Source: an optimization exercise on an open RTL-to-GDS flow (aim: small area and a short achievable clock period). Production flows keep margins and buffers that such runs may drop.
Function was checked by simulation only, so behaviour that the tests miss may differ from the original.
Power figures rest on the tool's default switching activity, not on a simulated workload.

### flow/config.mk
export PLATFORM = sky130hd
export DESIGN_NAME = mac
export DESIGN_NICKNAME = mac
export VERILOG_FILES = /design/flow/design.v
export SDC_FILE = /design/flow/constraint.sdc
export NUM_CORES = 4
export LEC_CHECK = 0
export CAP_MARGIN = 20
export CORE_MARGIN = 2
export CORE_UTILIZATION = 40
export SLEW_MARGIN = 20
export SYNTH_HIERARCHICAL = 1
export SYNTH_MINIMUM_KEEP_SIZE = 0
export SETUP_SLACK_MARGIN = 11.2
export SKIP_GATE_CLONING = 1
export BUFFER_PORTS_ARGS = -buffer_cell sky130_fd_sc_hd__buf_1
export CTS_ARGS = -sink_clustering_enable -repair_clock_nets -dont_use_dummy_load -buf_list sky130_fd_sc_hd__clkbuf_4 -root_buf sky130_fd_sc_hd__clkbuf_8
### flow/constraint.sdc
create_clock -name core_clock -period 18.0 [get_ports {clk}]
set_input_delay 3.6000 -clock core_clock [delete_from_list [all_inputs] [get_ports {clk}]]
set_output_delay 3.6000 -clock core_clock [all_outputs]
set_load 0.01 [all_outputs]
### flow/design.v
module mac(input clk, input rst, input [15:0] x, input [15:0] y, output [31:0] acc);
reg r0_0;
reg r1_0;
reg r2_0;
reg r3_0;
reg r4_0;
reg r5_0;
reg r6_0;
reg r6_1;
reg r7_0;
reg r7_1;
reg r8_0;
reg r8_1;
reg r9_0;
reg r9_1;
reg r10_0;
reg r10_1;
reg r11_0;
reg r11_1;
reg r12_0;
reg r12_1;
reg r13_0;
reg r13_1;
reg r14_0;
reg r14_1;
reg r15_0;
reg r15_1;
reg r16_0;
reg r16_1;
reg r17_0;
reg r17_1;
reg r18_0;
reg r18_1;
reg r19_0;
reg r19_1;
reg r20_0;
reg r20_1;
reg r21_0;
reg r21_1;
reg r22_0;
reg r22_1;
reg r23_0;
reg r23_1;
reg r24_0;
reg r24_1;
reg r25_0;
reg r25_1;
reg r26_0;
reg r26_1;
reg r27_0;
reg r27_1;
reg r28_0;
reg r28_1;
reg r29_0;
reg r29_1;
reg r30_0;
reg r30_1;
reg r31_0;
reg rci;
wire p1;
wire p2;
wire p3;
wire p4;
wire p5;
wire p6;
wire p7;
wire p8;
wire p9;
wire p10;
wire p11;
wire p12;
wire p13;
wire p14;
wire p15;
wire p16;
wire p17;
wire p18;
wire p19;
wire p20;
wire p21;
wire p22;
wire p23;
wire p24;
wire p25;
wire p26;
wire p27;
wire p28;
wire p29;
wire p30;
wire p31;
wire p32;
wire p33;
wire p34;
wire p35;
wire p36;
wire p37;
wire p38;
wire p39;
wire p40;
wire p41;
wire p42;
wire p43;
wire p44;
wire p45;
wire p46;
wire p47;
wire p48;
wire p49;
wire p50;
wire p51;
wire p52;
wire p53;
wire p54;
wire p55;
wire p56;
wire p57;
wire p58;
wire p59;
wire p60;
wire p61;
wire p62;
wire p63;
wire p64;
wire p65;
wire p66;
wire p67;
wire p68;
wire p69;
wire p70;
wire p71;
wire p72;
wire p73;
wire p74;
wire p75;
wire p76;
wire p77;
wire p78;
wire p79;
wire p80;
wire p81;
wire p82;
wire p83;
wire p84;
wire p85;
wire p86;
wire p87;
wire p88;
wire p89;
wire p90;
wire p91;
wire p92;
wire p93;
wire p94;
wire p95;
wire p96;
wire p97;
wire p98;
wire p99;
wire p100;
wire p101;
wire p102;
wire p103;
wire p104;
wire p105;
wire p106;
wire p107;
wire p108;
wire p109;
wire p110;
wire p111;
wire p112;
wire p113;
wire p114;
wire p115;
wire p116;
wire p117;
wire p118;
wire p119;
wire p120;
wire p121;
wire p122;
wire p123;
wire p124;
wire p125;
wire p126;
wire p127;
wire p128;
wire p129;
wire p130;
wire p131;
wire p132;
wire p133;
wire p134;
wire p135;
wire p136;
wire p137;
wire p138;
wire p139;
wire p140;
wire p141;
wire p142;
wire p143;
wire p144;
wire p145;
wire p146;
wire p147;
wire p148;
wire p149;
wire p150;
wire p151;
wire p152;
wire p153;
wire p154;
wire p155;
wire p156;
wire p157;
wire p158;
wire p159;
wire p160;
wire p161;
wire p162;
wire p163;
wire p164;
wire p165;
wire p166;
wire p167;
wire p168;
wire p169;
wire p170;
wire p171;
wire p172;
wire p173;
wire p174;
wire p175;
wire p176;
wire p177;
wire p178;
wire p179;
wire p180;
wire p181;
wire p182;
wire p183;
wire p184;
wire p185;
wire p186;
wire p187;
wire p188;
wire p189;
wire p190;
wire p191;
wire p192;
wire p193;
wire p194;
wire p195;
wire p196;
wire p197;
wire p198;
wire p199;
wire p200;
wire p201;
wire p202;
wire p203;
wire p204;
wire p205;
wire p206;
wire p207;
wire p208;
wire p209;
wire p210;
wire p211;
wire p212;
wire p213;
wire p214;
wire p215;
wire p216;
wire p217;
wire p218;
wire p219;
wire p220;
wire p221;
wire p222;
wire p223;
wire p224;
wire p225;
wire p226;
wire p227;
wire p228;
wire p229;
wire p230;
wire p231;
wire p232;
wire p233;
wire p234;
wire p235;
wire p236;
wire p237;
wire p238;
wire p239;
wire p240;
wire p241;
wire p242;
wire p243;
wire p244;
wire p245;
wire p246;
wire p247;
wire p248;
wire p249;
wire p250;
wire p251;
wire p252;
wire p253;
wire p254;
wire p255;
wire p256;
wire s257;
wire c258;
wire s259;
wire c260;
wire s261;
wire c262;
wire s263;
wire c264;
wire s265;
wire c266;
wire s267;
wire c268;
wire s269;
wire c270;
wire s271;
wire c272;
wire s273;
wire c274;
wire s275;
wire c276;
wire s277;
wire c278;
wire s279;
wire c280;
wire s281;
wire c282;
wire s283;
wire c284;
wire s285;
wire c286;
wire s287;
wire c288;
wire s289;
wire c290;
wire s291;
wire c292;
wire s293;
wire c294;
wire s295;
wire c296;
wire s297;
wire c298;
wire s299;
wire c300;
wire s301;
wire c302;
wire s303;
wire c304;
wire s305;
wire c306;
wire s307;
wire c308;
wire s309;
wire c310;
wire s311;
wire c312;
wire s313;
wire c314;
wire s315;
wire c316;
wire s317;
wire c318;
wire s319;
wire c320;
wire s321;
wire c322;
wire s323;
wire c324;
wire s325;
wire c326;
wire s327;
wire c328;
wire s329;
wire c330;
wire s331;
wire c332;
wire s333;
wire c334;
wire s335;
wire c336;
wire s337;
wire c338;
wire s339;
wire c340;
wire s341;
wire c342;
wire s343;
wire c344;
wire s345;
wire c346;
wire s347;
wire c348;
wire s349;
wire c350;
wire s351;
wire c352;
wire s353;
wire c354;
wire s355;
wire c356;
wire s357;
wire c358;
wire s359;
wire c360;
wire s361;
wire c362;
wire s363;
wire c364;
wire s365;
wire c366;
wire s367;
wire c368;
wire s369;
wire c370;
wire s371;
wire c372;
wire s373;
wire c374;
wire s375;
wire c376;
wire s377;
wire c378;
wire s379;
wire c380;
wire s381;
wire c382;
wire s383;
wire c384;
wire s385;
wire c386;
wire s387;
wire c388;
wire s389;
wire c390;
wire s391;
wire c392;
wire s393;
wire c394;
wire s395;
wire c396;
wire s397;
wire c398;
wire s399;
wire c400;
wire s401;
wire c402;
wire s403;
wire c404;
wire s405;
wire c406;
wire s407;
wire c408;
wire s409;
wire c410;
wire s411;
wire c412;
wire s413;
wire c414;
wire s415;
wire c416;
wire s417;
wire c418;
wire s419;
wire c420;
wire s421;
wire c422;
wire s423;
wire c424;
wire s425;
wire c426;
wire s427;
wire c428;
wire s429;
wire c430;
wire s431;
wire c432;
wire s433;
wire c434;
wire s435;
wire c436;
wire s437;
wire c438;
wire s439;
wire c440;
wire s441;
wire c442;
wire s443;
wire c444;
wire s445;
wire c446;
wire s447;
wire c448;
wire s449;
wire c450;
wire s451;
wire c452;
wire s453;
wire c454;
wire s455;
wire c456;
wire s457;
wire c458;
wire s459;
wire c460;
wire s461;
wire c462;
wire s463;
wire c464;
wire s465;
wire c466;
wire s467;
wire c468;
wire s469;
wire c470;
wire s471;
wire c472;
wire s473;
wire c474;
wire s475;
wire c476;
wire s477;
wire c478;
wire s479;
wire c480;
wire s481;
wire c482;
wire s483;
wire c484;
wire s485;
wire c486;
wire s487;
wire c488;
wire s489;
wire c490;
wire s491;
wire c492;
wire s493;
wire c494;
wire s495;
wire c496;
wire s497;
wire c498;
wire s499;
wire c500;
wire s501;
wire c502;
wire s503;
wire c504;
wire s505;
wire c506;
wire s507;
wire c508;
wire s509;
wire c510;
wire s511;
wire c512;
wire s513;
wire c514;
wire s515;
wire c516;
wire s517;
wire c518;
wire s519;
wire c520;
wire s521;
wire c522;
wire s523;
wire c524;
wire s525;
wire c526;
wire s527;
wire c528;
wire s529;
wire c530;
wire s531;
wire c532;
wire s533;
wire c534;
wire s535;
wire c536;
wire s537;
wire c538;
wire s539;
wire c540;
wire s541;
wire c542;
wire s543;
wire c544;
wire s545;
wire c546;
wire s547;
wire c548;
wire s549;
wire c550;
wire s551;
wire c552;
wire s553;
wire c554;
wire s555;
wire c556;
wire s557;
wire c558;
wire s559;
wire c560;
wire s561;
wire c562;
wire s563;
wire c564;
wire s565;
wire c566;
wire s567;
wire c568;
wire s569;
wire c570;
wire s571;
wire c572;
wire s573;
wire c574;
wire s575;
wire c576;
wire s577;
wire c578;
wire s579;
wire c580;
wire s581;
wire c582;
wire s583;
wire c584;
wire s585;
wire c586;
wire s587;
wire c588;
wire s589;
wire c590;
wire s591;
wire c592;
wire s593;
wire c594;
wire s595;
wire c596;
wire s597;
wire c598;
wire s599;
wire c600;
wire s601;
wire c602;
wire s603;
wire c604;
wire s605;
wire c606;
wire s607;
wire c608;
wire s609;
wire c610;
wire s611;
wire c612;
wire s613;
wire c614;
wire s615;
wire c616;
wire s617;
wire c618;
wire s619;
wire c620;
wire s621;
wire c622;
wire s623;
wire c624;
wire s625;
wire c626;
wire s627;
wire c628;
wire s629;
wire c630;
wire s631;
wire c632;
wire s633;
wire c634;
wire s635;
wire c636;
wire s637;
wire c638;
wire s639;
wire c640;
wire s641;
wire c642;
wire s643;
wire c644;
wire s645;
wire c646;
wire s647;
wire c648;
wire s649;
wire c650;
wire s651;
wire c652;
wire s653;
wire c654;
wire s655;
wire c656;
wire s657;
wire c658;
wire s659;
wire c660;
wire s661;
wire c662;
wire s663;
wire c664;
wire s665;
wire c666;
wire s667;
wire c668;
wire s669;
wire c670;
wire s671;
wire c672;
wire s673;
wire c674;
wire s675;
wire c676;
wire s677;
wire c678;
wire s679;
wire c680;
wire s681;
wire c682;
wire s683;
wire c684;
wire s685;
wire c686;
wire s687;
wire c688;
wire s689;
wire c690;
wire s691;
wire c692;
wire s693;
wire c694;
wire s695;
wire c696;
wire s697;
wire c698;
wire s699;
wire c700;
wire s701;
wire c702;
wire s703;
wire c704;
wire s705;
wire c706;
wire s707;
wire c708;
wire s709;
wire c710;
wire s711;
wire c712;
wire s713;
wire c714;
wire s715;
wire c716;
wire s717;
wire c718;
wire s719;
wire c720;
wire s721;
wire c722;
wire s723;
wire c724;
wire s725;
wire c726;
wire s727;
wire c728;
wire s729;
wire c730;
wire s731;
wire c732;
wire s733;
wire c734;
wire s735;
wire c736;
wire s737;
wire c738;
wire s739;
wire c740;
wire s741;
wire c742;
wire s743;
wire c744;
wire s745;
wire c746;
wire s747;
wire c748;
wire s749;
wire c750;
wire s751;
wire c752;
wire s753;
wire c754;
wire s755;
wire c756;
wire s757;
wire c758;
wire s759;
wire c760;
wire s761;
wire c762;
wire s763;
wire c764;
wire s765;
wire c766;
wire s767;
wire c768;
wire s769;
wire c770;
wire s771;
wire c772;
wire s773;
wire c774;
wire s775;
wire c776;
wire s777;
wire c778;
wire s779;
wire c780;
wire s781;
wire c782;
wire s783;
wire c784;
wire s785;
wire c786;
wire s787;
wire c788;
wire s789;
wire c790;
wire s791;
wire c792;
wire s793;
wire c794;
wire s795;
wire c796;
wire s797;
wire c798;
wire s799;
wire c800;
wire s801;
wire c802;
wire x803;
wire x804;
wire [15:0] xg = x;
wire r0_0_f = ~r0_0;
wire r1_0_f = ~r1_0;
wire r2_0_f = ~r2_0;
wire r3_0_f = ~r3_0;
wire r4_0_f = ~r4_0;
wire r5_0_f = ~r5_0;
wire r6_0_f = ~r6_0;
wire r6_1_f = ~r6_1;
wire r7_0_f = ~r7_0;
wire r7_1_f = ~r7_1;
wire r8_0_f = ~r8_0;
wire r8_1_f = ~r8_1;
wire r9_0_f = ~r9_0;
wire r9_1_f = ~r9_1;
wire r10_0_f = ~r10_0;
wire r10_1_f = ~r10_1;
wire r11_0_f = ~r11_0;
wire r11_1_f = ~r11_1;
wire r12_0_f = ~r12_0;
wire r12_1_f = ~r12_1;
wire r13_0_f = ~r13_0;
wire r13_1_f = ~r13_1;
wire r14_0_f = ~r14_0;
wire r14_1_f = ~r14_1;
wire r15_0_f = ~r15_0;
wire r15_1_f = ~r15_1;
wire r16_0_f = ~r16_0;
wire r16_1_f = ~r16_1;
wire r17_0_f = ~r17_0;
wire r17_1_f = ~r17_1;
wire r18_0_f = ~r18_0;
wire r18_1_f = ~r18_1;
wire r19_0_f = ~r19_0;
wire r19_1_f = ~r19_1;
wire r20_0_f = ~r20_0;
wire r20_1_f = ~r20_1;
wire r21_0_f = ~r21_0;
wire r21_1_f = ~r21_1;
wire r22_0_f = ~r22_0;
wire r22_1_f = ~r22_1;
wire r23_0_f = ~r23_0;
wire r23_1_f = ~r23_1;
wire r24_0_f = ~r24_0;
wire r24_1_f = ~r24_1;
wire r25_0_f = ~r25_0;
wire r25_1_f = ~r25_1;
wire r26_0_f = ~r26_0;
wire r26_1_f = ~r26_1;
wire r27_0_f = ~r27_0;
wire r27_1_f = ~r27_1;
wire r28_0_f = ~r28_0;
wire r28_1_f = ~r28_1;
wire r29_0_f = ~r29_0;
wire r29_1_f = ~r29_1;
wire r30_0_f = ~r30_0;
wire r30_1_f = ~r30_1;
wire r31_0_f = ~r31_0;
wire rci_f = ~rci;
assign p1 = ~(xg[0] & y[0]);
assign p2 = ~(xg[0] & y[1]);
assign p3 = ~(xg[0] & y[2]);
assign p4 = ~(xg[0] & y[3]);
assign p5 = ~(xg[0] & y[4]);
assign p6 = ~(xg[0] & y[5]);
assign p7 = ~(xg[0] & y[6]);
assign p8 = ~(xg[0] & y[7]);
assign p9 = ~(xg[0] & y[8]);
assign p10 = ~(xg[0] & y[9]);
assign p11 = ~(xg[0] & y[10]);
assign p12 = ~(xg[0] & y[11]);
assign p13 = ~(xg[0] & y[12]);
assign p14 = ~(xg[0] & y[13]);
assign p15 = ~(xg[0] & y[14]);
assign p16 = ~(xg[0] & y[15]);
assign p17 = ~(xg[1] & y[0]);
assign p18 = ~(xg[1] & y[1]);
assign p19 = ~(xg[1] & y[2]);
assign p20 = ~(xg[1] & y[3]);
assign p21 = ~(xg[1] & y[4]);
assign p22 = ~(xg[1] & y[5]);
assign p23 = ~(xg[1] & y[6]);
assign p24 = ~(xg[1] & y[7]);
assign p25 = ~(xg[1] & y[8]);
assign p26 = ~(xg[1] & y[9]);
assign p27 = ~(xg[1] & y[10]);
assign p28 = ~(xg[1] & y[11]);
assign p29 = ~(xg[1] & y[12]);
assign p30 = ~(xg[1] & y[13]);
assign p31 = ~(xg[1] & y[14]);
assign p32 = ~(xg[1] & y[15]);
assign p33 = ~(xg[2] & y[0]);
assign p34 = ~(xg[2] & y[1]);
assign p35 = ~(xg[2] & y[2]);
assign p36 = ~(xg[2] & y[3]);
assign p37 = ~(xg[2] & y[4]);
assign p38 = ~(xg[2] & y[5]);
assign p39 = ~(xg[2] & y[6]);
assign p40 = ~(xg[2] & y[7]);
assign p41 = ~(xg[2] & y[8]);
assign p42 = ~(xg[2] & y[9]);
assign p43 = ~(xg[2] & y[10]);
assign p44 = ~(xg[2] & y[11]);
assign p45 = ~(xg[2] & y[12]);
assign p46 = ~(xg[2] & y[13]);
assign p47 = ~(xg[2] & y[14]);
assign p48 = ~(xg[2] & y[15]);
assign p49 = ~(xg[3] & y[0]);
assign p50 = ~(xg[3] & y[1]);
assign p51 = ~(xg[3] & y[2]);
assign p52 = ~(xg[3] & y[3]);
assign p53 = ~(xg[3] & y[4]);
assign p54 = ~(xg[3] & y[5]);
assign p55 = ~(xg[3] & y[6]);
assign p56 = ~(xg[3] & y[7]);
assign p57 = ~(xg[3] & y[8]);
assign p58 = ~(xg[3] & y[9]);
assign p59 = ~(xg[3] & y[10]);
assign p60 = ~(xg[3] & y[11]);
assign p61 = ~(xg[3] & y[12]);
assign p62 = ~(xg[3] & y[13]);
assign p63 = ~(xg[3] & y[14]);
assign p64 = ~(xg[3] & y[15]);
assign p65 = ~(xg[4] & y[0]);
assign p66 = ~(xg[4] & y[1]);
assign p67 = ~(xg[4] & y[2]);
assign p68 = ~(xg[4] & y[3]);
assign p69 = ~(xg[4] & y[4]);
assign p70 = ~(xg[4] & y[5]);
assign p71 = ~(xg[4] & y[6]);
assign p72 = ~(xg[4] & y[7]);
assign p73 = ~(xg[4] & y[8]);
assign p74 = ~(xg[4] & y[9]);
assign p75 = ~(xg[4] & y[10]);
assign p76 = ~(xg[4] & y[11]);
assign p77 = ~(xg[4] & y[12]);
assign p78 = ~(xg[4] & y[13]);
assign p79 = ~(xg[4] & y[14]);
assign p80 = ~(xg[4] & y[15]);
assign p81 = ~(xg[5] & y[0]);
assign p82 = ~(xg[5] & y[1]);
assign p83 = ~(xg[5] & y[2]);
assign p84 = ~(xg[5] & y[3]);
assign p85 = ~(xg[5] & y[4]);
assign p86 = ~(xg[5] & y[5]);
assign p87 = ~(xg[5] & y[6]);
assign p88 = ~(xg[5] & y[7]);
assign p89 = ~(xg[5] & y[8]);
assign p90 = ~(xg[5] & y[9]);
assign p91 = ~(xg[5] & y[10]);
assign p92 = ~(xg[5] & y[11]);
assign p93 = ~(xg[5] & y[12]);
assign p94 = ~(xg[5] & y[13]);
assign p95 = ~(xg[5] & y[14]);
assign p96 = ~(xg[5] & y[15]);
assign p97 = ~(xg[6] & y[0]);
assign p98 = ~(xg[6] & y[1]);
assign p99 = ~(xg[6] & y[2]);
assign p100 = ~(xg[6] & y[3]);
assign p101 = ~(xg[6] & y[4]);
assign p102 = ~(xg[6] & y[5]);
assign p103 = ~(xg[6] & y[6]);
assign p104 = ~(xg[6] & y[7]);
assign p105 = ~(xg[6] & y[8]);
assign p106 = ~(xg[6] & y[9]);
assign p107 = ~(xg[6] & y[10]);
assign p108 = ~(xg[6] & y[11]);
assign p109 = ~(xg[6] & y[12]);
assign p110 = ~(xg[6] & y[13]);
assign p111 = ~(xg[6] & y[14]);
assign p112 = ~(xg[6] & y[15]);
assign p113 = ~(xg[7] & y[0]);
assign p114 = ~(xg[7] & y[1]);
assign p115 = ~(xg[7] & y[2]);
assign p116 = ~(xg[7] & y[3]);
assign p117 = ~(xg[7] & y[4]);
assign p118 = ~(xg[7] & y[5]);
assign p119 = ~(xg[7] & y[6]);
assign p120 = ~(xg[7] & y[7]);
assign p121 = ~(xg[7] & y[8]);
assign p122 = ~(xg[7] & y[9]);
assign p123 = ~(xg[7] & y[10]);
assign p124 = ~(xg[7] & y[11]);
assign p125 = ~(xg[7] & y[12]);
assign p126 = ~(xg[7] & y[13]);
assign p127 = ~(xg[7] & y[14]);
assign p128 = ~(xg[7] & y[15]);
assign p129 = ~(xg[8] & y[0]);
assign p130 = ~(xg[8] & y[1]);
assign p131 = ~(xg[8] & y[2]);
assign p132 = ~(xg[8] & y[3]);
assign p133 = ~(xg[8] & y[4]);
assign p134 = ~(xg[8] & y[5]);
assign p135 = ~(xg[8] & y[6]);
assign p136 = ~(xg[8] & y[7]);
assign p137 = ~(xg[8] & y[8]);
assign p138 = ~(xg[8] & y[9]);
assign p139 = ~(xg[8] & y[10]);
assign p140 = ~(xg[8] & y[11]);
assign p141 = ~(xg[8] & y[12]);
assign p142 = ~(xg[8] & y[13]);
assign p143 = ~(xg[8] & y[14]);
assign p144 = ~(xg[8] & y[15]);
assign p145 = ~(xg[9] & y[0]);
assign p146 = ~(xg[9] & y[1]);
assign p147 = ~(xg[9] & y[2]);
assign p148 = ~(xg[9] & y[3]);
assign p149 = ~(xg[9] & y[4]);
assign p150 = ~(xg[9] & y[5]);
assign p151 = ~(xg[9] & y[6]);
assign p152 = ~(xg[9] & y[7]);
assign p153 = ~(xg[9] & y[8]);
assign p154 = ~(xg[9] & y[9]);
assign p155 = ~(xg[9] & y[10]);
assign p156 = ~(xg[9] & y[11]);
assign p157 = ~(xg[9] & y[12]);
assign p158 = ~(xg[9] & y[13]);
assign p159 = ~(xg[9] & y[14]);
assign p160 = ~(xg[9] & y[15]);
assign p161 = ~(xg[10] & y[0]);
assign p162 = ~(xg[10] & y[1]);
assign p163 = ~(xg[10] & y[2]);
assign p164 = ~(xg[10] & y[3]);
assign p165 = ~(xg[10] & y[4]);
assign p166 = ~(xg[10] & y[5]);
assign p167 = ~(xg[10] & y[6]);
assign p168 = ~(xg[10] & y[7]);
assign p169 = ~(xg[10] & y[8]);
assign p170 = ~(xg[10] & y[9]);
assign p171 = ~(xg[10] & y[10]);
assign p172 = ~(xg[10] & y[11]);
assign p173 = ~(xg[10] & y[12]);
assign p174 = ~(xg[10] & y[13]);
assign p175 = ~(xg[10] & y[14]);
assign p176 = ~(xg[10] & y[15]);
assign p177 = ~(xg[11] & y[0]);
assign p178 = ~(xg[11] & y[1]);
assign p179 = ~(xg[11] & y[2]);
assign p180 = ~(xg[11] & y[3]);
assign p181 = ~(xg[11] & y[4]);
assign p182 = ~(xg[11] & y[5]);
assign p183 = ~(xg[11] & y[6]);
assign p184 = ~(xg[11] & y[7]);
assign p185 = ~(xg[11] & y[8]);
assign p186 = ~(xg[11] & y[9]);
assign p187 = ~(xg[11] & y[10]);
assign p188 = ~(xg[11] & y[11]);
assign p189 = ~(xg[11] & y[12]);
assign p190 = ~(xg[11] & y[13]);
assign p191 = ~(xg[11] & y[14]);
assign p192 = ~(xg[11] & y[15]);
assign p193 = ~(xg[12] & y[0]);
assign p194 = ~(xg[12] & y[1]);
assign p195 = ~(xg[12] & y[2]);
assign p196 = ~(xg[12] & y[3]);
assign p197 = ~(xg[12] & y[4]);
assign p198 = ~(xg[12] & y[5]);
assign p199 = ~(xg[12] & y[6]);
assign p200 = ~(xg[12] & y[7]);
assign p201 = ~(xg[12] & y[8]);
assign p202 = ~(xg[12] & y[9]);
assign p203 = ~(xg[12] & y[10]);
assign p204 = ~(xg[12] & y[11]);
assign p205 = ~(xg[12] & y[12]);
assign p206 = ~(xg[12] & y[13]);
assign p207 = ~(xg[12] & y[14]);
assign p208 = ~(xg[12] & y[15]);
assign p209 = ~(xg[13] & y[0]);
assign p210 = ~(xg[13] & y[1]);
assign p211 = ~(xg[13] & y[2]);
assign p212 = ~(xg[13] & y[3]);
assign p213 = ~(xg[13] & y[4]);
assign p214 = ~(xg[13] & y[5]);
assign p215 = ~(xg[13] & y[6]);
assign p216 = ~(xg[13] & y[7]);
assign p217 = ~(xg[13] & y[8]);
assign p218 = ~(xg[13] & y[9]);
assign p219 = ~(xg[13] & y[10]);
assign p220 = ~(xg[13] & y[11]);
assign p221 = ~(xg[13] & y[12]);
assign p222 = ~(xg[13] & y[13]);
assign p223 = ~(xg[13] & y[14]);
assign p224 = ~(xg[13] & y[15]);
assign p225 = ~(xg[14] & y[0]);
assign p226 = ~(xg[14] & y[1]);
assign p227 = ~(xg[14] & y[2]);
assign p228 = ~(xg[14] & y[3]);
assign p229 = ~(xg[14] & y[4]);
assign p230 = ~(xg[14] & y[5]);
assign p231 = ~(xg[14] & y[6]);
assign p232 = ~(xg[14] & y[7]);
assign p233 = ~(xg[14] & y[8]);
assign p234 = ~(xg[14] & y[9]);
assign p235 = ~(xg[14] & y[10]);
assign p236 = ~(xg[14] & y[11]);
assign p237 = ~(xg[14] & y[12]);
assign p238 = ~(xg[14] & y[13]);
assign p239 = ~(xg[14] & y[14]);
assign p240 = ~(xg[14] & y[15]);
assign p241 = ~(xg[15] & y[0]);
assign p242 = ~(xg[15] & y[1]);
assign p243 = ~(xg[15] & y[2]);
assign p244 = ~(xg[15] & y[3]);
assign p245 = ~(xg[15] & y[4]);
assign p246 = ~(xg[15] & y[5]);
assign p247 = ~(xg[15] & y[6]);
assign p248 = ~(xg[15] & y[7]);
assign p249 = ~(xg[15] & y[8]);
assign p250 = ~(xg[15] & y[9]);
assign p251 = ~(xg[15] & y[10]);
assign p252 = ~(xg[15] & y[11]);
assign p253 = ~(xg[15] & y[12]);
assign p254 = ~(xg[15] & y[13]);
assign p255 = ~(xg[15] & y[14]);
assign p256 = ~(xg[15] & y[15]);
fa us257 (r0_0_f, p1, 1'b1, s257, c258);
fa us259 (r1_0_f, p17, p2, s259, c260);
fa us261 (c258, s259, 1'b1, s261, c262);
fa us263 (r2_0_f, p18, p3, s263, c264);
fa us265 (p33, c260, s263, s265, c266);
fa us267 (c262, s265, 1'b1, s267, c268);
fa us269 (r3_0_f, p19, p34, s269, c270);
fa us271 (p4, p49, c264, s271, c272);
fa us273 (s269, c266, s271, s273, c274);
fa us275 (c268, s273, 1'b1, s275, c276);
fa us277 (r4_0_f, p20, p35, s277, c278);
fa us279 (p5, p50, p65, s279, c280);
fa us281 (c270, s277, s279, s281, c282);
fa us283 (c272, s281, c274, s283, c284);
fa us285 (c276, s283, 1'b1, s285, c286);
fa us287 (r5_0_f, p21, p36, s287, c288);
fa us289 (p51, p6, p66, s289, c290);
fa us291 (p81, c278, c280, s291, c292);
fa us293 (s287, s289, c282, s293, c294);
fa us295 (s291, s293, c284, s295, c296);
fa us297 (c286, s295, 1'b1, s297, c298);
fa us299 (r6_0_f, r6_1_f, rci_f, s299, c300);
fa us301 (r11_0_f, r11_1_f, 1'b1, s301, c302);
fa us303 (r12_0_f, r12_1_f, p103, s303, c304);
fa us305 (p118, p13, 1'b1, s305, c306);
fa us307 (r13_0_f, r13_1_f, p104, s307, c308);
fa us309 (p119, p134, p14, s309, c310);
fa us311 (p149, p164, 1'b1, s311, c312);
fa us313 (r14_0_f, r14_1_f, p105, s313, c314);
fa us315 (p120, p135, p15, s315, c316);
fa us317 (p150, p165, p180, s317, c318);
fa us319 (p195, p210, 1'b1, s319, c320);
fa us321 (r15_0_f, r15_1_f, p106, s321, c322);
fa us323 (p121, p136, p151, s323, c324);
fa us325 (p16, p166, p181, s325, c326);
fa us327 (p196, p211, p226, s327, c328);
fa us329 (p241, p31, 1'b1, s329, c330);
fa us331 (r16_0_f, r16_1_f, p107, s331, c332);
fa us333 (p122, p137, p152, s333, c334);
fa us335 (p167, p182, p197, s335, c336);
fa us337 (p212, p227, p242, s337, c338);
fa us339 (p32, p47, 1'b1, s339, c340);
fa us341 (r17_0_f, r17_1_f, p108, s341, c342);
fa us343 (p123, p138, p153, s343, c344);
fa us345 (p168, p183, p198, s345, c346);
fa us347 (p213, p228, p243, s347, c348);
fa us349 (r18_0_f, r18_1_f, p109, s349, c350);
fa us351 (p124, p139, p154, s351, c352);
fa us353 (p169, p184, p199, s353, c354);
fa us355 (r19_0_f, r19_1_f, p110, s355, c356);
fa us357 (p125, p140, p155, s357, c358);
fa us359 (r20_0_f, r20_1_f, p111, s359, c360);
fa us361 (s299, p22, p37, s361, c362);
fa us363 (p52, p67, p7, s363, c364);
fa us365 (r7_0_f, r7_1_f, c300, s365, c366);
fa us367 (p113, p23, p38, s367, c368);
fa us369 (r8_0_f, r8_1_f, p114, s369, c370);
fa us371 (p129, p24, p39, s371, c372);
fa us373 (r9_0_f, r9_1_f, p10, s373, c374);
fa us375 (p100, p115, p130, s375, c376);
fa us377 (p145, p25, 1'b1, s377, c378);
fa us379 (r10_0_f, r10_1_f, p101, s379, c380);
fa us381 (p11, p116, p131, s381, c382);
fa us383 (p146, p161, p26, s383, c384);
fa us385 (p41, p56, 1'b1, s385, c386);
fa us387 (s301, p102, p117, s387, c388);
fa us389 (p12, p132, p147, s389, c390);
fa us391 (p162, p177, p27, s391, c392);
fa us393 (p42, p57, p72, s393, c394);
fa us395 (c302, p133, p148, s395, c396);
fa us397 (p163, p178, p193, s397, c398);
fa us399 (p28, p43, p58, s399, c400);
fa us401 (p73, p88, s303, s401, c402);
fa us403 (p179, p194, p209, s403, c404);
fa us405 (p29, p44, p59, s405, c406);
fa us407 (p74, p89, c304, s407, c408);
fa us409 (c306, s307, s309, s409, c410);
fa us411 (p225, p30, p45, s411, c412);
fa us413 (p60, p75, p90, s413, c414);
fa us415 (c308, c310, c312, s415, c416);
fa us417 (s313, s315, s317, s417, c418);
fa us419 (p46, p61, p76, s419, c420);
fa us421 (p91, c314, c316, s421, c422);
fa us423 (c318, c320, s321, s423, c424);
fa us425 (s323, s325, s327, s425, c426);
fa us427 (p62, p77, p92, s427, c428);
fa us429 (c322, c324, c326, s429, c430);
fa us431 (c328, c330, s331, s431, c432);
fa us433 (s333, s335, s337, s433, c434);
fa us435 (p48, p63, p78, s435, c436);
fa us437 (p93, c332, c334, s437, c438);
fa us439 (c336, c338, c340, s439, c440);
fa us441 (s341, s343, s345, s441, c442);
fa us443 (p214, p229, p244, s443, c444);
fa us445 (p64, p79, p94, s445, c446);
fa us447 (c342, c344, c346, s447, c448);
fa us449 (c348, s349, s351, s449, c450);
fa us451 (p170, p185, p200, s451, c452);
fa us453 (p215, p230, p245, s453, c454);
fa us455 (p80, p95, c350, s455, c456);
fa us457 (c352, c354, s355, s457, c458);
fa us459 (p126, p141, p156, s459, c460);
fa us461 (p171, p186, p201, s461, c462);
fa us463 (p216, p231, p246, s463, c464);
fa us465 (p96, c356, c358, s465, c466);
fa us467 (r21_0_f, r21_1_f, p112, s467, c468);
fa us469 (p127, p142, p157, s469, c470);
fa us471 (p172, p187, p202, s471, c472);
fa us473 (p217, p232, p247, s473, c474);
fa us475 (r22_0_f, r22_1_f, p128, s475, c476);
fa us477 (p143, p158, p173, s477, c478);
fa us479 (p188, p203, p218, s479, c480);
fa us481 (r23_0_f, r23_1_f, p144, s481, c482);
fa us483 (p159, p174, p189, s483, c484);
fa us485 (r24_0_f, r24_1_f, p160, s485, c486);
fa us487 (p82, p97, c288, s487, c488);
fa us489 (c290, s361, 1'b1, s489, c490);
fa us491 (s365, p53, p68, s491, c492);
fa us493 (p8, p83, p98, s493, c494);
fa us495 (c362, c364, 1'b1, s495, c496);
fa us497 (c366, p54, p69, s497, c498);
fa us499 (p84, p9, p99, s499, c500);
fa us501 (c368, s369, s371, s501, c502);
fa us503 (p40, p55, p70, s503, c504);
fa us505 (p85, c370, c372, s505, c506);
fa us507 (s373, s375, s377, s507, c508);
fa us509 (p71, p86, c374, s509, c510);
fa us511 (c376, c378, s379, s511, c512);
fa us513 (s381, s383, s385, s513, c514);
fa us515 (p87, c380, c382, s515, c516);
fa us517 (c384, c386, s387, s517, c518);
fa us519 (s389, s391, s393, s519, c520);
fa us521 (c388, c390, c392, s521, c522);
fa us523 (c394, s305, s395, s523, c524);
fa us525 (s397, s399, s401, s525, c526);
fa us527 (c396, c398, c400, s527, c528);
fa us529 (s311, s403, s405, s529, c530);
fa us531 (c402, s407, s409, s531, c532);
fa us533 (c404, c406, s319, s533, c534);
fa us535 (s411, s413, c408, s535, c536);
fa us537 (c410, s415, s417, s537, c538);
fa us539 (c412, c414, s329, s539, c540);
fa us541 (s419, c416, c418, s541, c542);
fa us543 (s421, s423, s425, s543, c544);
fa us545 (c420, s339, s427, s545, c546);
fa us547 (c422, c424, c426, s547, c548);
fa us549 (s429, s431, s433, s549, c550);
fa us551 (c428, s347, s435, s551, c552);
fa us553 (c430, c432, c434, s553, c554);
fa us555 (s437, s439, s441, s555, c556);
fa us557 (c436, s353, s443, s557, c558);
fa us559 (s445, c438, c440, s559, c560);
fa us561 (c442, s447, s449, s561, c562);
fa us563 (c444, c446, s357, s563, c564);
fa us565 (s451, s453, c448, s565, c566);
fa us567 (c450, s455, s457, s567, c568);
fa us569 (c452, c454, s359, s569, c570);
fa us571 (s459, s461, s463, s571, c572);
fa us573 (c456, c458, s465, s573, c574);
fa us575 (c360, c460, c462, s575, c576);
fa us577 (c464, s467, s469, s577, c578);
fa us579 (s471, s473, c466, s579, c580);
fa us581 (p233, p248, c468, s581, c582);
fa us583 (c470, c472, c474, s583, c584);
fa us585 (s475, s477, s479, s585, c586);
fa us587 (p204, p219, p234, s587, c588);
fa us589 (p249, c476, c478, s589, c590);
fa us591 (c480, s481, s483, s591, c592);
fa us593 (p175, p190, p205, s593, c594);
fa us595 (p220, p235, p250, s595, c596);
fa us597 (c482, c484, s485, s597, c598);
fa us599 (r25_0_f, r25_1_f, p176, s599, c600);
fa us601 (p191, p206, p221, s601, c602);
fa us603 (p236, p251, c486, s603, c604);
fa us605 (r26_0_f, r26_1_f, p192, s605, c606);
fa us607 (p207, p222, p237, s607, c608);
fa us609 (r27_0_f, r27_1_f, p208, s609, c610);
fa us611 (s363, c292, s487, s611, c612);
fa us613 (s367, s491, s493, s613, c614);
fa us615 (c488, c490, 1'b1, s615, c616);
fa us617 (c492, c494, s497, s617, c618);
fa us619 (s499, c496, s501, s619, c620);
fa us621 (c498, c500, s503, s621, c622);
fa us623 (c502, s505, s507, s623, c624);
fa us625 (c504, c506, c508, s625, c626);
fa us627 (s509, s511, s513, s627, c628);
fa us629 (c510, c512, c514, s629, c630);
fa us631 (s515, s517, s519, s631, c632);
fa us633 (c516, c518, c520, s633, c634);
fa us635 (s521, s523, s525, s635, c636);
fa us637 (c522, c524, s527, s637, c638);
fa us639 (s529, c526, s531, s639, c640);
fa us641 (c528, c530, s533, s641, c642);
fa us643 (s535, c532, s537, s643, c644);
fa us645 (c534, s539, c536, s645, c646);
fa us647 (c538, s541, s543, s647, c648);
fa us649 (c540, s545, c542, s649, c650);
fa us651 (c544, s547, s549, s651, c652);
fa us653 (c546, s551, c548, s653, c654);
fa us655 (c550, s553, s555, s655, c656);
fa us657 (c552, s557, c554, s657, c658);
fa us659 (s559, c556, s561, s659, c660);
fa us661 (c558, s563, c560, s661, c662);
fa us663 (s565, c562, s567, s663, c664);
fa us665 (c564, s569, s571, s665, c666);
fa us667 (c566, c568, s573, s667, c668);
fa us669 (c570, c572, s575, s669, c670);
fa us671 (s577, c574, s579, s671, c672);
fa us673 (c576, c578, s581, s673, c674);
fa us675 (s583, s585, c580, s675, c676);
fa us677 (s587, c582, c584, s677, c678);
fa us679 (c586, s589, s591, s679, c680);
fa us681 (c588, s593, s595, s681, c682);
fa us683 (c590, c592, s597, s683, c684);
fa us685 (c594, c596, s599, s685, c686);
fa us687 (s601, c598, s603, s687, c688);
fa us689 (p252, c600, c602, s689, c690);
fa us691 (s605, s607, c604, s691, c692);
fa us693 (p223, p238, p253, s693, c694);
fa us695 (c606, c608, s609, s695, c696);
fa us697 (r28_0_f, r28_1_f, p224, s697, c698);
fa us699 (p239, p254, c610, s699, c700);
fa us701 (r29_0_f, r29_1_f, p240, s701, c702);
fa us703 (s489, c294, 1'b1, s703, c704);
fa us705 (s495, s613, c612, s705, c706);
fa us707 (c614, s617, c616, s707, c708);
fa us709 (c618, s621, c620, s709, c710);
fa us711 (c622, c624, s625, s711, c712);
fa us713 (c626, c628, s629, s713, c714);
fa us715 (c630, c632, s633, s715, c716);
fa us717 (c634, s637, c636, s717, c718);
fa us719 (c638, s641, c640, s719, c720);
fa us721 (c642, s645, c644, s721, c722);
fa us723 (c646, s649, c648, s723, c724);
fa us725 (c650, s653, c652, s725, c726);
fa us727 (c654, s657, c656, s727, c728);
fa us729 (c658, s661, c660, s729, c730);
fa us731 (s665, c662, c664, s731, c732);
fa us733 (c666, s669, c668, s733, c734);
fa us735 (c670, s673, c672, s735, c736);
fa us737 (c674, s677, s679, s737, c738);
fa us739 (s681, c678, c680, s739, c740);
fa us741 (c682, s685, c684, s741, c742);
fa us743 (c686, s689, c688, s743, c744);
fa us745 (s693, c690, s695, s745, c746);
fa us747 (c694, s697, c696, s747, c748);
fa us749 (p255, c698, s701, s749, c750);
fa us751 (r30_0_f, r30_1_f, p256, s751, c752);
fa us753 (s611, s703, 1'b1, s753, c754);
fa us755 (s615, c704, s705, s755, c756);
fa us757 (s619, c706, s707, s757, c758);
fa us759 (s623, c708, s709, s759, c760);
fa us761 (s627, c710, s711, s761, c762);
fa us763 (s631, c712, s713, s763, c764);
fa us765 (c714, s715, s635, s765, c766);
fa us767 (c716, s639, s717, s767, c768);
fa us769 (s643, c718, s719, s769, c770);
fa us771 (s647, c720, s721, s771, c772);
fa us773 (s651, c722, s723, s773, c774);
fa us775 (s655, c724, s725, s775, c776);
fa us777 (s659, c726, s727, s777, c778);
fa us779 (s663, c728, s729, s779, c780);
fa us781 (s667, c730, s731, s781, c782);
fa us783 (s671, c732, s733, s783, c784);
fa us785 (s675, c734, s735, s785, c786);
fa us787 (c676, s737, c736, s787, c788);
fa us789 (s683, c738, s739, s789, c790);
fa us791 (s687, c740, s741, s791, c792);
fa us793 (s691, c742, s743, s793, c794);
fa us795 (c692, s745, c744, s795, c796);
fa us797 (s699, c746, s747, s797, c798);
fa us799 (c700, s749, c748, s799, c800);
fa us801 (c702, s751, c750, s801, c802);
assign x803 = ~(r31_0_f ^ c752);
assign x804 = ~(x803 ^ c802);
always @(posedge clk) begin
  r0_0 <= ~(rst | s257);
  r1_0 <= ~(rst | s261);
  r2_0 <= ~(rst | s267);
  r3_0 <= ~(rst | s275);
  r4_0 <= ~(rst | s285);
  r5_0 <= ~(rst | s297);
  r6_0 <= ~(rst | c296);
  r6_1 <= ~(rst | s753);
  r7_0 <= ~(rst | c754);
  r7_1 <= ~(rst | s755);
  r8_0 <= ~(rst | c756);
  r8_1 <= ~(rst | s757);
  r9_0 <= ~(rst | c758);
  r9_1 <= ~(rst | s759);
  r10_0 <= ~(rst | c760);
  r10_1 <= ~(rst | s761);
  r11_0 <= ~(rst | c762);
  r11_1 <= ~(rst | s763);
  r12_0 <= ~(rst | c764);
  r12_1 <= ~(rst | s765);
  r13_0 <= ~(rst | c766);
  r13_1 <= ~(rst | s767);
  r14_0 <= ~(rst | c768);
  r14_1 <= ~(rst | s769);
  r15_0 <= ~(rst | c770);
  r15_1 <= ~(rst | s771);
  r16_0 <= ~(rst | c772);
  r16_1 <= ~(rst | s773);
  r17_0 <= ~(rst | c774);
  r17_1 <= ~(rst | s775);
  r18_0 <= ~(rst | c776);
  r18_1 <= ~(rst | s777);
  r19_0 <= ~(rst | c778);
  r19_1 <= ~(rst | s779);
  r20_0 <= ~(rst | c780);
  r20_1 <= ~(rst | s781);
  r21_0 <= ~(rst | c782);
  r21_1 <= ~(rst | s783);
  r22_0 <= ~(rst | c784);
  r22_1 <= ~(rst | s785);
  r23_0 <= ~(rst | c786);
  r23_1 <= ~(rst | s787);
  r24_0 <= ~(rst | s789);
  r24_1 <= ~(rst | c788);
  r25_0 <= ~(rst | c790);
  r25_1 <= ~(rst | s791);
  r26_0 <= ~(rst | c792);
  r26_1 <= ~(rst | s793);
  r27_0 <= ~(rst | c794);
  r27_1 <= ~(rst | s795);
  r28_0 <= ~(rst | s797);
  r28_1 <= ~(rst | c796);
  r29_0 <= ~(rst | c798);
  r29_1 <= ~(rst | s799);
  r30_0 <= ~(rst | s801);
  r30_1 <= ~(rst | c800);
  r31_0 <= ~(rst | x804);
  rci <= ~(rst | c298);
end
assign acc[0] = r0_0;
assign acc[1] = r1_0;
assign acc[2] = r2_0;
assign acc[3] = r3_0;
assign acc[4] = r4_0;
assign acc[5] = r5_0;
wire [25:0] ra = {r31_0, r30_0, r29_0, r28_0, r27_0, r26_0, r25_0, r24_0, r23_0, r22_0, r21_0, r20_0, r19_0, r18_0, r17_0, r16_0, r15_0, r14_0, r13_0, r12_0, r11_0, r10_0, r9_0, r8_0, r7_0, r6_0};
wire [25:0] rb = {1'b0, r30_1, r29_1, r28_1, r27_1, r26_1, r25_1, r24_1, r23_1, r22_1, r21_1, r20_1, r19_1, r18_1, r17_1, r16_1, r15_1, r14_1, r13_1, r12_1, r11_1, r10_1, r9_1, r8_1, r7_1, r6_1};
addn u_add (ra, rb, rci, acc[31:6]);
endmodule
module addn(input [25:0] a, input [25:0] b, input ci, output [25:0] s);
wire [25:0] g, p, c;
pgen u_pg (a, b, g, p);
pfx u_pfx (g, p, ci, c);
assign s = p ^ c;
endmodule
module pgen(input [25:0] a, input [25:0] b, output [25:0] g, output [25:0] p);
assign g = a & b;
assign p = a ^ b;
endmodule
module pfx(input [25:0] g, input [25:0] p, input ci, output [25:0] c);
wire gc0 = g[0] | (p[0] & ci);
wire G1 = g[1] | (p[1] & gc0);
wire G2 = g[3] | (p[3] & g[2]);
wire P2 = p[3] & p[2];
wire G3 = g[5] | (p[5] & g[4]);
wire P3 = p[5] & p[4];
wire G4 = g[7] | (p[7] & g[6]);
wire P4 = p[7] & p[6];
wire G5 = g[9] | (p[9] & g[8]);
wire P5 = p[9] & p[8];
wire G6 = g[11] | (p[11] & g[10]);
wire P6 = p[11] & p[10];
wire G7 = g[13] | (p[13] & g[12]);
wire P7 = p[13] & p[12];
wire G8 = g[15] | (p[15] & g[14]);
wire P8 = p[15] & p[14];
wire G9 = g[17] | (p[17] & g[16]);
wire P9 = p[17] & p[16];
wire G10 = g[19] | (p[19] & g[18]);
wire P10 = p[19] & p[18];
wire G11 = g[21] | (p[21] & g[20]);
wire P11 = p[21] & p[20];
wire G12 = g[23] | (p[23] & g[22]);
wire P12 = p[23] & p[22];
wire G13 = g[25] | (p[25] & g[24]);
wire P13 = p[25] & p[24];
wire G14 = g[2] | (p[2] & G1);
wire G15 = G2 | (P2 & G1);
wire G16 = g[6] | (p[6] & G3);
wire P16 = p[6] & P3;
wire G17 = G4 | (P4 & G3);
wire P17 = P4 & P3;
wire G18 = g[10] | (p[10] & G5);
wire P18 = p[10] & P5;
wire G19 = G6 | (P6 & G5);
wire P19 = P6 & P5;
wire G20 = g[14] | (p[14] & G7);
wire P20 = p[14] & P7;
wire G21 = G8 | (P8 & G7);
wire P21 = P8 & P7;
wire G22 = g[18] | (p[18] & G9);
wire P22 = p[18] & P9;
wire G23 = G10 | (P10 & G9);
wire P23 = P10 & P9;
wire G24 = g[22] | (p[22] & G11);
wire P24 = p[22] & P11;
wire G25 = G12 | (P12 & G11);
wire P25 = P12 & P11;
wire G26 = g[4] | (p[4] & G15);
wire G27 = G3 | (P3 & G15);
wire G28 = G16 | (P16 & G15);
wire G29 = G17 | (P17 & G15);
wire G30 = g[12] | (p[12] & G19);
wire P30 = p[12] & P19;
wire G31 = G7 | (P7 & G19);
wire P31 = P7 & P19;
wire G32 = G20 | (P20 & G19);
wire P32 = P20 & P19;
wire G33 = G21 | (P21 & G19);
wire P33 = P21 & P19;
wire G34 = g[20] | (p[20] & G23);
wire P34 = p[20] & P23;
wire G35 = G11 | (P11 & G23);
wire P35 = P11 & P23;
wire G36 = G24 | (P24 & G23);
wire P36 = P24 & P23;
wire G37 = G25 | (P25 & G23);
wire P37 = P25 & P23;
wire G38 = g[8] | (p[8] & G29);
wire G39 = G5 | (P5 & G29);
wire G40 = G18 | (P18 & G29);
wire G41 = G19 | (P19 & G29);
wire G42 = G30 | (P30 & G29);
wire G43 = G31 | (P31 & G29);
wire G44 = G32 | (P32 & G29);
wire G45 = G33 | (P33 & G29);
wire G46 = g[24] | (p[24] & G37);
wire P46 = p[24] & P37;
wire G47 = G13 | (P13 & G37);
wire P47 = P13 & P37;
wire G48 = g[16] | (p[16] & G45);
wire G49 = G9 | (P9 & G45);
wire G50 = G22 | (P22 & G45);
wire G51 = G23 | (P23 & G45);
wire G52 = G34 | (P34 & G45);
wire G53 = G35 | (P35 & G45);
wire G54 = G36 | (P36 & G45);
wire G55 = G37 | (P37 & G45);
wire G56 = G46 | (P46 & G45);
wire G57 = G47 | (P47 & G45);
assign c[0] = ci;
assign c[1] = gc0;
assign c[2] = G1;
assign c[3] = G14;
assign c[4] = G15;
assign c[5] = G26;
assign c[6] = G27;
assign c[7] = G28;
assign c[8] = G29;
assign c[9] = G38;
assign c[10] = G39;
assign c[11] = G40;
assign c[12] = G41;
assign c[13] = G42;
assign c[14] = G43;
assign c[15] = G44;
assign c[16] = G45;
assign c[17] = G48;
assign c[18] = G49;
assign c[19] = G50;
assign c[20] = G51;
assign c[21] = G52;
assign c[22] = G53;
assign c[23] = G54;
assign c[24] = G55;
assign c[25] = G56;
endmodule
module fa(input a, input b, input c, output s, output co);
assign s = a ^ b ^ c;
assign co = (a & b) | (a & c) | (b & c);
endmodule
### flow/flow/run.sh
#!/bin/bash
# Layout: the standard ORFS flow (standard.sh, standard synthesis), with
#  - timing repair aimed at a setup slack of flow/margin ns, so the resizer
#    works on the real critical paths even though the clock period is loose
#    (no gate cloning, so each port keeps exactly one buffer),
#  - the standard port buffering (every port gets its own buffer), with the
#    buffer cell in flow/portbuf,
#  - a clock tree without dummy balancing loads, extra CTS options in flow/cts.
# standard.log here holds make's output; ORFS's own logs are in orfs/logs.
set -euo pipefail
M=$(cat flow/margin)
PB=$(cat flow/portbuf)
CTS_EXTRA=$(cat flow/cts 2>/dev/null || true)
cat >> config.mk <<EOC
export SETUP_SLACK_MARGIN = $M
export SKIP_GATE_CLONING = 1
export BUFFER_PORTS_ARGS = -buffer_cell $PB
export CTS_ARGS = -sink_clustering_enable -repair_clock_nets -dont_use_dummy_load $CTS_EXTRA
EOC
bash standard.sh > standard.log 2>&1
### flow/flow/cts
-buf_list sky130_fd_sc_hd__clkbuf_4 -root_buf sky130_fd_sc_hd__clkbuf_8
### flow/flow/margin
11.2
### flow/flow/portbuf
sky130_fd_sc_hd__buf_1
### flow/standard.sh
#!/bin/bash
# synth_recipe.tcl (not shown) runs the flow's synth.tcl, then flattens the netlist and writes it again
# the make line also repeats each setting of config.mk as NAME=value (left out here)
make -C /OpenROAD-flow-scripts/flow DESIGN_CONFIG=/design/flow/config.mk WORK_HOME=/design/flow/orfs CLKGATE_MAP_FILE= SYNTH_SCRIPT=/design/flow/synth_recipe.tcl "${@:-finish}"
==> metrics.md, run 1 <==
| Metric | Value |
|---|---|
| Status | `no timing/DRC/antenna violations` |
| Rows | `56` |
| Crit. End Element | `flop` |
| Max-Slew Margin vs Limit | `0.564` |
| Pin count of the biggest net entering global routing | `59` |
| Final Non-Filler Cells | `1248` |
| Int Power | `0.889 mW` |
| Layout cells sized above 1 | `0.0690` |
| Async SR Flop Fraction | `0` |
| Clock power share | `0.056` |
| Final hold vios | `0` |
| Routed len/inst | `18.7 um` |
| Critical path buffers and inverters | `1` |
| Post-DP HPWL | `18300 um` |
| Final nets | `1262` |
| Worst Max-Slew Pin Slew | `0.654 ns` |
| Drt via density | `5.00` |
| Grt total ovfl | `0` |
| DRC | `0` |
| Routed Wire Length | `23400 um` |
| Antenna violations before repair | `1` |
| Count of flip-flops with a built-in enable after synthesis | `0` |
| Combinational power share | `0.815` |
| Layout area overhead | `4.87%` |
| Die Ht | `159 um` |
| Cell count after synthesis | `923` |
| RePlAce Congestion | `0.831` |
| Setup Buffers After CTS | `0` |
| Synthesis Warnings | `7` |
| Synth Cell Area | `9630 sq um` |
| Delay of the slowest cell on the worst path | `0.54 ns` |
| CP required | `18.21 ns` |
| Worst path arrival time | `6.89 ns` |
| Post-Route Setup TNS | `0 ns` |
| Most frequent CP cell | `fa_1` |
| Clock sinks | `58` |
| #FFs+latches synth | `58` |
| Number of buffers created by CTS | `9` |
| Leak | `3.90 nW` |
| Vias in the first global route | `7128` |
| Root Driver | `clkbuf_8` |
| Skew final | `0.0207 ns` |
| First-pass GRT wire length | `38800 um` |
| Core Area | `23500 sq um` |
| Register clock-pin slew on the reported worst setup and hold paths | `0.06 ns` |
| Placed cell count | `1237` |
| Final setup violation count | `0` |
| Crit path time final | `6.68 ns` |
| Slowest CP cell | `fa_1` |
| Prevailing post-synth register cell | `dfxtp_1` |
| Hold_buf cts | `0` |
| RSZ-0062 raised after global routing | `no` |
| Fin util | `0.429` |
| Port Buffer Count | `65` |
| I/O Pins | `66` |
| Starting Density | `0.409` |
| Clock latency (worst-skew pair) | `0.37 ns` |
| First-iteration detailed-routing DRC count | `346` |
| Sequential share of power | `0.129` |
| Nature of the critical path startpoint | `input pin` |
| Net Sw Power | `0.841 mW` |
| Setup ws final | `11.32 ns` |
| Syn_area_per_cell | `10.4 sq um` |
| Longest Clk Path Bufs | `2` |
| MaxCap Viol Count | `0` |
| Worst hold slack | `0.630 ns` |
| Critical-path cell list | `clkbuf_4 > nand2_1 > fa_1 > fa_1 > fa_1 > fa_1 > fa_1 > fa_1 > nor2_1` |
| Crit-path max FO | `16` |
| Seq/Total Area, Yosys | `0.121` |
| Die area | `25300 sq um` |
| Worst ir drop on vdd | `79.9 uV` |
| Final ANT Viol Nets | `0` |
| Worst hold path type | `reg -> reg` |
| # H-tree levels | `3` |
| Routed vias | `6244` |
| Tcrit/Tclk final | `0.371` |
| Sw Ratio | `0.486` |
| TritonCTS clock tree | `built` |
| Drt pass-1 iters | `4` |
| Post-synthesis cell type count | `34` |
| Pwr dens | `171 nW/um^2` |
| Achievable Freq | `150 MHz` |
| Pre-CTS worst setup slack | `10.44 ns` |
| Critical path class | `in -> reg` |
| Die X | `159 um` |
| Total GRT Usage | `0.201` |
| Delay-heaviest family, CP | `adder cells` |
| Final max-slew violation count | `0` |
[synthesized netlist by cell type, types with 2 or more instances]
library cell,count,area share
fa_1,273,0.57
nand2_1,261,0.10
inv_1,59,0.023
nor2_1,59,0.023
dfxtp_1,58,0.12
buf_2,35,0.018
buf_4,33,0.026
clkbuf_2,32,0.017
ha_1,26,0.034
xor2_1,26,0.024
a21o_1,20,0.016
a21oi_1,8,0.0042
nand4_1,5,0.0032
o21ai_0,3,0.0016
a31o_1,2,0.0018
buf_6,2,0.0023
conb_1,2,0.00078
nand2b_1,2,0.0013
o21a_1,2,0.0016
[final timing paths]
kind / startpoint / cells after the start / slack (ns) / to
worst min register to register: r0_0 / 3 / 0.63 / r0_0
worst max register to register: r11_0 / 8 / 14.45 / r13_1
worst min-delay path: r0_0 / 3 / 0.63 / r0_0
worst max-delay path: y[8] / 9 / 11.32 / r20_1
[per-module statistics from Yosys, one instance, submodules excluded]
module | cells inside | area [sq um] | flip-flops and latches | times used
fa | 1 | 20.0 | 0 | 273
pfx | 90 | 619 | 0 | 1
mac | 508 | 2990 | 58 | 1
pgen | 26 | 325 | 0 | 1
addn | 26 | 228 | 0 | 1
[layer usage]
layer | GRT usage | share of wire | vias up
li1 | - | - | 2706
met1 | 0.260 | 0.41 | 3300
met2 | 0.346 | 0.51 | 200
met3 | 0.0307 | 0.054 | 38
met4 | 0.0690 | 0.025 | 0
met5 | 0 | 0 | -
[what timing repair did]
item	4_1_cts	5_1_grt
setup endpoints to repair	28	12
resized for setup	45	25
pin swaps	0	0
gates cloned	0	0
[worst min-delay path, delay by kind of cell, from the launching register on]
kind	cells	cell delay, ns
fa+ha+maj	1	0.16
flops	1	0.31
simple gates	1	0.04
buf+inv	1	0.07
[final cells by class]
class                      instances  area (sq um)
antenna                            2          5.00
timing repair buffer              79           419
multi-input combinational        722          7770
sequential                        58          1160
fill                            2332         13400
inverter                          59           221
clock buffer                       9           124
tap                              319           399
[metrics by stage]
step | total power, mW | area [sq um]
6_report | 1.73 | 10100
3_3_place_gp | 1.63 | 9880
4_1_cts | 1.77 | 10100
5_1_grt | 2.00 | 10100
3_5_place_dp | 1.65 | 9880
2_1_floorplan | 1.33 | 9930
[cells by family after synthesis]
| logic type | share of synthesized area |
|---|---|
| simple gates | 0.132 |
| buf+inv | 0.0859 |
| flops | 0.121 |
| xor+xnor | 0.0260 |
| compound gates | 0.0339 |
| fa+ha+maj | 0.601 |
| other cells | 0.000780 |
[cells in the final DEF, fill, tap and decap left out, types with 2 or more instances in the layout]
cell type and count:
buf_2 6, buf_4 10, diode_2 2, dfxtp_1 58
nand2b_1 2, clkbuf_2 2, buf_6 4, nor2_1 59
fa_1 259, o21a_1 2, xor2_1 26, clkbuf_4 12
a21o_1 20, clkbuf_8 9, nand2_1 261, buf_1 45
inv_1 59, ha_1 26, a31o_1 2, o21ai_0 3
a21oi_1 8, conb_1 20, fa_2 14, nand4_1 5
[power by group through the flow]
| stage | combinational (mW) | sequential, mW | clock (mW) |
|---|---|---|---|
| finish | 1.41 | 0.224 | 0.0963 |
| detailed placement | 1.43 | 0.226 | 0 |
| CTS | 1.44 | 0.224 | 0.102 |
| global placement | 1.40 | 0.226 | 0 |
| global route | 1.66 | 0.229 | 0.105 |
| floorplan | 1.11 | 0.217 | 0 |
==> run 2: changes to the inputs <==
--- a/flow/config.mk
+++ b/flow/config.mk
@@ -8,6 +8,7 @@
 export CAP_MARGIN = 20
 export CORE_MARGIN = 2
 export CORE_UTILIZATION = 40
+export PLACE_DENSITY = 0.75
 export SLEW_MARGIN = 20
 export SYNTH_HIERARCHICAL = 1
 export SYNTH_MINIMUM_KEEP_SIZE = 0
==> metrics.md, run 2 <==
| Metric | Value |
|---|---|
| First-pass GRT wire length | `38000 um` |
| Async SR Flop Fraction | `0` |
| Sink of the worst hold path | `r0_0` |
| RSZ-0062 raised after global routing | `no` |
| Seq/Total Area, Yosys | `0.121` |
| Post-synth top area cell | `fa_1` |
| Critical R2R Launch | `r11_0` |
| Root Driver | `clkbuf_8` |
| Drt via density | `5.23` |
| Register clock-pin slew on the reported worst setup and hold paths | `0.07 ns` |
| Routed len/inst | `18.4 um` |
| Die Ht | `159 um` |
| Post-synthesis cell type count | `34` |
| Pin count of the biggest net entering global routing | `59` |
| Port Buffer Count | `65` |
| First-iteration detailed-routing DRC count | `539` |
| Post-DP HPWL | `17900 um` |
| Starting Density | `0.409` |
| Sequential Area | `1160 sq um` |
| Total GRT Usage | `0.193` |
| Routed Wire Length | `22700 um` |
| Syn_area_per_cell | `10.4 sq um` |
| FF-to-FF End | `r12_1` |
| Most common cell in the netlist | `fa_1` |
| Most common cell after layout, fill and taps aside | `nand2_1` |
| Pwr dens | `172 nW/um^2` |
| Synth area leaders | `fa_1, dfxtp_1, nand2_1` |
| Worst ir drop on vdd | `93.6 uV` |
| TritonCTS clock tree | `built` |
| Layout cells sized above 1 | `0.0686` |
| Leak | `3.88 nW` |
| Worst hold path type | `reg -> reg` |
| Count of flip-flops with a built-in enable after synthesis | `0` |
| Achievable Freq | `149 MHz` |
| Clock sinks | `58` |
| Drt pass-1 iters | `5` |
| Footprint of the multi-input gates | `7760 sq um` |
| Fillers | `2274` |
| Nature of the critical path startpoint | `input pin` |
| Worst Max-Slew Pin Slew | `0.656 ns` |
| Critical path class | `in -> reg` |
| RePlAce Congestion | `0.873` |
| Final hold vios | `0` |
| Hold_buf cts | `0` |
| Prevailing post-synth register cell | `dfxtp_1` |
| Crit path time final | `6.71 ns` |
| Post-Route Setup TNS | `0 ns` |
| Final nets | `1254` |
| Post-synth top cells | `fa_1, nand2_1, inv_1, nor2_1, dfxtp_1` |
| Final setup violation count | `0` |
| Cell count after synthesis | `923` |
| Area post-placement | `9820 sq um` |
| Tcrit/Tclk final | `0.373` |
| Worst path arrival time | `6.94 ns` |
| Die area | `25300 sq um` |
| Antenna diode count | `0` |
| Die X | `159 um` |
| Layout area overhead | `4.04%` |
| Max-Slew Margin vs Limit | `0.563` |
| Core Area | `23500 sq um` |
| Synthesis Warnings | `7` |
| Most frequent cells in the layout | `nand2_1, fa_1, nor2_1, inv_1, dfxtp_1` |
| Number of buffers created by CTS | `9` |
| Worst-case reg-to-reg path depth | `8` |
| Worst R2R Setup Slack | `14.38 ns` |
| Grt total ovfl | `0` |
| #FFs+latches synth | `58` |
| Skew final | `0.0159 ns` |
| CP required | `18.23 ns` |
| Vias in the first global route | `7298` |
| Post-synth top area share | `0.567` |
| Rows | `56` |
| I/O Pins | `66` |
| Longest Clk Path Bufs | `2` |
| HP Start | `r0_0` |
| Total power | `1.73 mW` |
| Final instance area | `10000 sq um` |
| Antenna violations before repair | `1` |
| Final max-slew violation count | `0` |
| Clock latency (worst-skew pair) | `0.36 ns` |
| Crit-path max FO | `16` |
| Synth Cell Area | `9630 sq um` |
| # H-tree levels | `3` |
| Crit. End Element | `flop` |
| Hold path cells | `3` |
| DRC | `0` |
| Final ANT Viol Nets | `0` |
| Status | `no timing/DRC/antenna violations` |
| MaxCap Viol Count | `0` |
| Routed vias | `6480` |
run 2: cell counts after synthesis:
No cell type changed its count.
run 2: how the worst max path moves through the flow:
stage	startpoint	to	slack, ns	depth (start not counted)
global placement	x[6]	r17_1	10.46	9
CTS	r8_0	acc[31]	11.20	9
global route	y[4]	r15_1	11.20	9
floorplan	x[1]	r5_0	11.18	10
finish	y[3]	r16_1	11.29	9
detailed placement	x[6]	r18_1	10.39	9
run 2: final cells by class:
type,count,area share
tap,319,0.0398
sequential,58,0.116
multi-input combinational,722,0.774
inverter,59,0.0221
clock buffer,9,0.0124
timing repair buffer,71,0.0357
run 2: metal layers:
metal / GRT usage / part of all wire
met2: 0.315 / 0.48
met1: 0.249 / 0.39
met5: 0 / 0.00062
met4: 0.0847 / 0.044
met3: 0.0427 / 0.080
run 2: stage by stage:
step                      utilization  worst slack [ns]  std cells  hold WS, ns
after floorplan                     -             11.18        941        0.598
after global placement          0.417             10.46       1229        0.611
after detailed placement        0.417             10.39       1229        0.624
after CTS                       0.425             11.20       1238        0.635
after global routing            0.426             11.20       1238        0.663
final                           0.426             11.29       1238        0.628
run 2: logic make-up (layout without fill, tap and decap cells):
family	after synthesis	count (layout)	synth area share
DFF	58	58	0.121
and+or+nand+nor	330	330	0.132
xor gates and xnor gates	27	27	0.0260
adders and majority gates	299	299	0.601
AOI/OAI and AO/OA	46	46	0.0339
other	2	20	0.000780
buffers and inverters	161	139	0.0859
run 2: power breakdown:
group          switching [mW]  internal [mW]  total (mW)
sequential             0.0287          0.195       0.224
combinational           0.764          0.646        1.41
clock                  0.0502         0.0444      0.0946
total                   0.843          0.885        1.73
run 2: repair_timing:
action,in CTS,in global routing
gates resized for setup,60,22
setup buffers,0,0
cloned,0,0
setup endpoints to repair,30,20
run 2: worst max-delay path, stage by stage:
cell and delay (ns):
buf_2 0.33, nand2_1 0.14, fa_1 0.58, fa_1 0.44, fa_1 0.48, fa_2 0.35, fa_1 0.47, fa_1 0.50
nor2_1 0.04
run 2: modules after synthesis (local to each module, per instance):
module,flip-flops and latches,cells,area [sq um],times used
addn,0,26,228,1
fa,0,1,20.0,273
mac,58,508,2990,1
pfx,0,90,619,1
pgen,0,26,325,1

## separate check: timing with driven ports
The flow's constraints put no driver on any port. The routed layouts listed below were extracted and timed again, unchanged, in two steps. Step 1: set_driving_cell puts a clkbuf_16 on clk and a buf_2 on each other input, an assumption about the parent block. Step 2 moves the port delays by t, midway between the first and last clock arrival at a register: inputs arrive t later, outputs are due t later. That takes back most of the time a late clock gives input paths. a / b / c = ideal ports / drivers / drivers and shift; a / b = the first two.
| run | t, ns | setup WS [ns] | worst register clock-pin slew, ns | worst data-port slew with drivers (ns) |
|---|---|---|---|---|
| run 1 | 0.405 | 11.320 / 11.326 / 10.932 | 0.07 / 0.07 | 0.08 |
| run 2 | 0.396 | 11.291 / 11.311 / 10.915 | 0.07 / 0.07 | 0.07 |
After both steps every run listed still meets setup and hold. The setup slack of run 1, which loses most, moves by +0.006 ns with the drivers and by -0.388 ns with both steps.
